Background: an optimization exercise with open tools, aiming at small area, a short achievable clock period and few clock cycles. Do not read the settings as production practice.
The RTL was checked by simulation tests, not by an equivalence proof against the original design.

// geofence
module geofence (clk, reset, X, Y, valid, is_inside);
input               clk;
input               reset;
input       [9:0]   X;
input       [9:0]   Y;
output  reg         valid;
output  reg         is_inside;
reg     [3:0]   cnt;         
reg     [9:0]   PX, PY;
reg signed [10:0] VX, VY;    
reg signed [11:0] VD;        
reg signed [10:0] LX, LY, RX, RY;
reg             deg;         
wire signed [10:0] dx = {1'b0, X} - {1'b0, PX};
wire signed [10:0] dy = {1'b0, Y} - {1'b0, PY};
wire signed [11:0] dd = {1'b0, PX} - {1'b0, X} + {1'b0, Y} - {1'b0, PY};
wire a_neg, a_zero, b_neg, b_zero;
cross_pair u_ab (.lx(LX), .ly(LY), .rx(RX), .ry(RY), .vx(VX), .vy(VY), .d(VD),
                 .a_neg(a_neg), .a_zero(a_zero), .b_neg(b_neg), .b_zero(b_zero));
wire a_pos = ~a_neg & ~a_zero;
wire b_pos = ~b_neg & ~b_zero;
wire v_zero = ~(|VX) & ~(|VY);
wire opp = (|LX) ? (VX[10] ^ LX[10]) : (VY[10] ^ LY[10]);
wire first = (cnt == 4'd2);
wire step  = (cnt >= 4'd2) && (cnt <= 4'd7);
  ...
For scale: roughly 1800 cells after synthesis, about 17000 um2 of cells after synthesis.
Settings: LEC_CHECK=0, CAP_MARGIN=0, CORE_MARGIN=2, CORE_UTILIZATION=40, PLACE_DENSITY=0.6, SETUP_SLACK_MARGIN=5, SLEW_MARGIN=0; clock period 10.0 ns.
standard.sh (not shown) runs the stock make flow with config.mk's settings and CLKGATE_MAP_FILE= SYNTH_SCRIPT=/design/flow/synth_recipe.tcl, a recipe that flattens the netlist after the stock synthesis.
==> flow/flow/run.sh <==
#!/bin/bash
# Standard ORFS layout, with one extra step between synthesis and floorplan:
# flow/polfix.py rewrites the synthesized netlist (same registers, same
# function) to drop the inverters between full adders and to turn half
# adders with an unused output into plain gates.
set -euo pipefail
bash standard.sh synth > synth.log 2>&1
R=orfs/results/${FLOW_PLATFORM}/geofence/base
cp $R/1_2_yosys.v 1_2_yosys.orig.v
python3 flow/polfix.py $R/1_2_yosys.v > polfix.log 2>&1
bash standard.sh finish > finish.log 2>&1
Other scripts of this flow, unchanged in this note and not shown: flow/flow/polfix.py
Testbench counts at the start, summed over its fixed seeds: cycles 28,800.
Rerun with:
Settings changed: CAP_MARGIN 0 to 20, SLEW_MARGIN 0 to 20.
Area after synthesis stays the same; final cell count is unchanged; utilization is unchanged; non-clock buffer count is unchanged; design area is unchanged; worst hold slack is unchanged.
Rerun with:
Settings changed: ABC_AREA from default to 1, SETUP_SLACK_MARGIN 5 to 3.
Final cell count went down by 3.1%.
Clock-buffer cell count stays the same.
Worst setup slack got worse by 0.97 ns.

---

geofence again, from the RTL that the note above started with.
// geofence
module geofence (clk, reset, X, Y, valid, is_inside);
input               clk;
input               reset;
input       [9:0]   X;
input       [9:0]   Y;
output  reg         valid;
output  reg         is_inside;
reg     [3:0]   cnt;         
reg     [9:0]   PX, PY;
reg signed [10:0] VX, VY;    
reg signed [11:0] VD;        
reg signed [10:0] LX, LY, RX, RY;
reg             deg;         
wire signed [10:0] dx = {1'b0, X} - {1'b0, PX};
wire signed [10:0] dy = {1'b0, Y} - {1'b0, PY};
wire signed [11:0] dd = {1'b0, PX} - {1'b0, X} + {1'b0, Y} - {1'b0, PY};
wire a_neg, a_zero, b_neg, b_zero;
cross_pair u_ab (.lx(LX), .ly(LY), .rx(RX), .ry(RY), .vx(VX), .vy(VY), .d(VD),
                 .a_neg(a_neg), .a_zero(a_zero), .b_neg(b_neg), .b_zero(b_zero));
wire a_pos = ~a_neg & ~a_zero;
wire b_pos = ~b_neg & ~b_zero;
wire v_zero = ~(|VX) & ~(|VY);
wire opp = (|LX) ? (VX[10] ^ LX[10]) : (VY[10] ^ LY[10]);
wire first = (cnt == 4'd2);
wire step  = (cnt >= 4'd2) && (cnt <= 4'd7);
wire cov_now = v_zero | (~a_pos & ~b_pos & (~deg | opp));
always @(posedge clk or posedge reset) begin
    if (reset) begin
        cnt   <= 4'd0;
        valid <= 1'b0;
    end else begin
        cnt   <= (cnt == 4'd8) ? 4'd0 : cnt + 4'd1;
        valid <= (cnt == 4'd7);
    end
end
always @(posedge clk) begin
    if (cnt == 4'd0) begin
        PX <= X;
        PY <= Y;
    end
    VX <= dx;
    VY <= dy;
    VD <= dd;
    if (first) begin
        LX <= VX; LY <= VY;
        RX <= VX; RY <= VY;
        deg <= 1'b1;
  ...
export LEC_CHECK = 0
export ABC_AREA = 1
export CAP_MARGIN = 20
export CORE_MARGIN = 2
export CORE_UTILIZATION = 40
export PLACE_DENSITY = 0.6
export SETUP_SLACK_MARGIN = 5
export SLEW_MARGIN = 20
create_clock -name core_clock -period 10.0 [get_ports {clk}]
Scripts as last shown in full above: flow/flow/run.sh
Other scripts of this flow, unchanged in this note and not shown: flow/flow/polfix.py
The baseline produced a clean layout.
Testbench counts at the start, summed over its fixed seeds: cycles 28,800.
Edit:
--- a/flow/config.mk
+++ b/flow/config.mk
@@ -12 +12 @@
-export PLACE_DENSITY = 0.6
+export PLACE_DENSITY = 0.5
After rerunning: Wire length rises by 1.6%; worst hold slack degrades by 0.016 ns; worst setup slack improves by 0.093 ns; synthesized area does not change; design area rises by 2.3%; maximum frequency rose by 1.8%.

---

geofence again, from the RTL that the note above started with.
export LEC_CHECK = 0
export CAP_MARGIN = 20
export CORE_MARGIN = 2
export CORE_UTILIZATION = 40
export PLACE_DENSITY = 0.75
export SETUP_SLACK_MARGIN = 5
export SLEW_MARGIN = 20
create_clock -name core_clock -period 10.0 [get_ports {clk}]
Scripts as last shown in full above: flow/flow/run.sh
Other scripts of this flow, unchanged in this note and not shown: flow/flow/polfix.py
Testbench counts at the start, summed over its fixed seeds: cycles 28,800.
==> next run, changes <==
- ABC_AREA: not set -> 1
- PLACE_DENSITY: 0.75 -> 0.6
- SETUP_SLACK_MARGIN: 5 -> 4
Register-to-register slack loses 50 ps; non-clock buffer count goes down by 118; via count fell by about 5%.

port drivers added, routing unchanged:
Ports are ideal in the flow. The routed layouts listed here were re-timed in OpenROAD.
Step 1 sets driving cells, clkbuf_16 on the clock port and buf_2 on the other inputs (assumed; they add their load-dependent delay and slew).
Step 2 also shifts input and output timing later by t, the mid clock arrival at the registers, as if the neighbouring blocks saw the same clock.
a / b / c = no drivers / after step 1 / after step 2; a / b = the first two.
| run | t, ns | slack for setup (ns) | latest minus earliest clock arrival (ns) | slew at the worst register clock pin (ns) | worst slew at a driven data input, ns |
|---|---|---|---|---|---|
| the first run of note 1 | 0.398 | 4.210 / 4.210 / 4.210 | 0.017 / 0.017 | 0.08 / 0.08 | 0.04 |
| the second run of note 1 | 0.398 | 4.210 / 4.210 / 4.210 | 0.017 / 0.017 | 0.08 / 0.08 | 0.04 |
| the third run of note 1 | 0.381 | 3.244 / 3.244 / 3.244 | 0.009 / 0.009 | 0.08 / 0.08 | 0.04 |
| the first run of note 2 | 0.385 | 4.608 / 4.608 / 4.608 | 0.009 / 0.009 | 0.08 / 0.08 | 0.04 |
| the second run of note 2 | 0.389 | 4.701 / 4.701 / 4.701 | 0.009 / 0.009 | 0.08 / 0.08 | 0.03 |
| the first run of note 3 | 0.399 | 4.206 / 4.206 / 4.206 | 0.011 / 0.011 | 0.08 / 0.08 | 0.04 |
| the second run of note 3 | 0.379 | 4.153 / 4.153 / 4.124 | 0.009 / 0.010 | 0.08 / 0.08 | 0.04 |
After both steps every run listed still meets setup and hold. For the second run of note 3, which loses most, drivers alone change the setup slack by 0.000 ns; drivers and shift together by -0.029 ns.
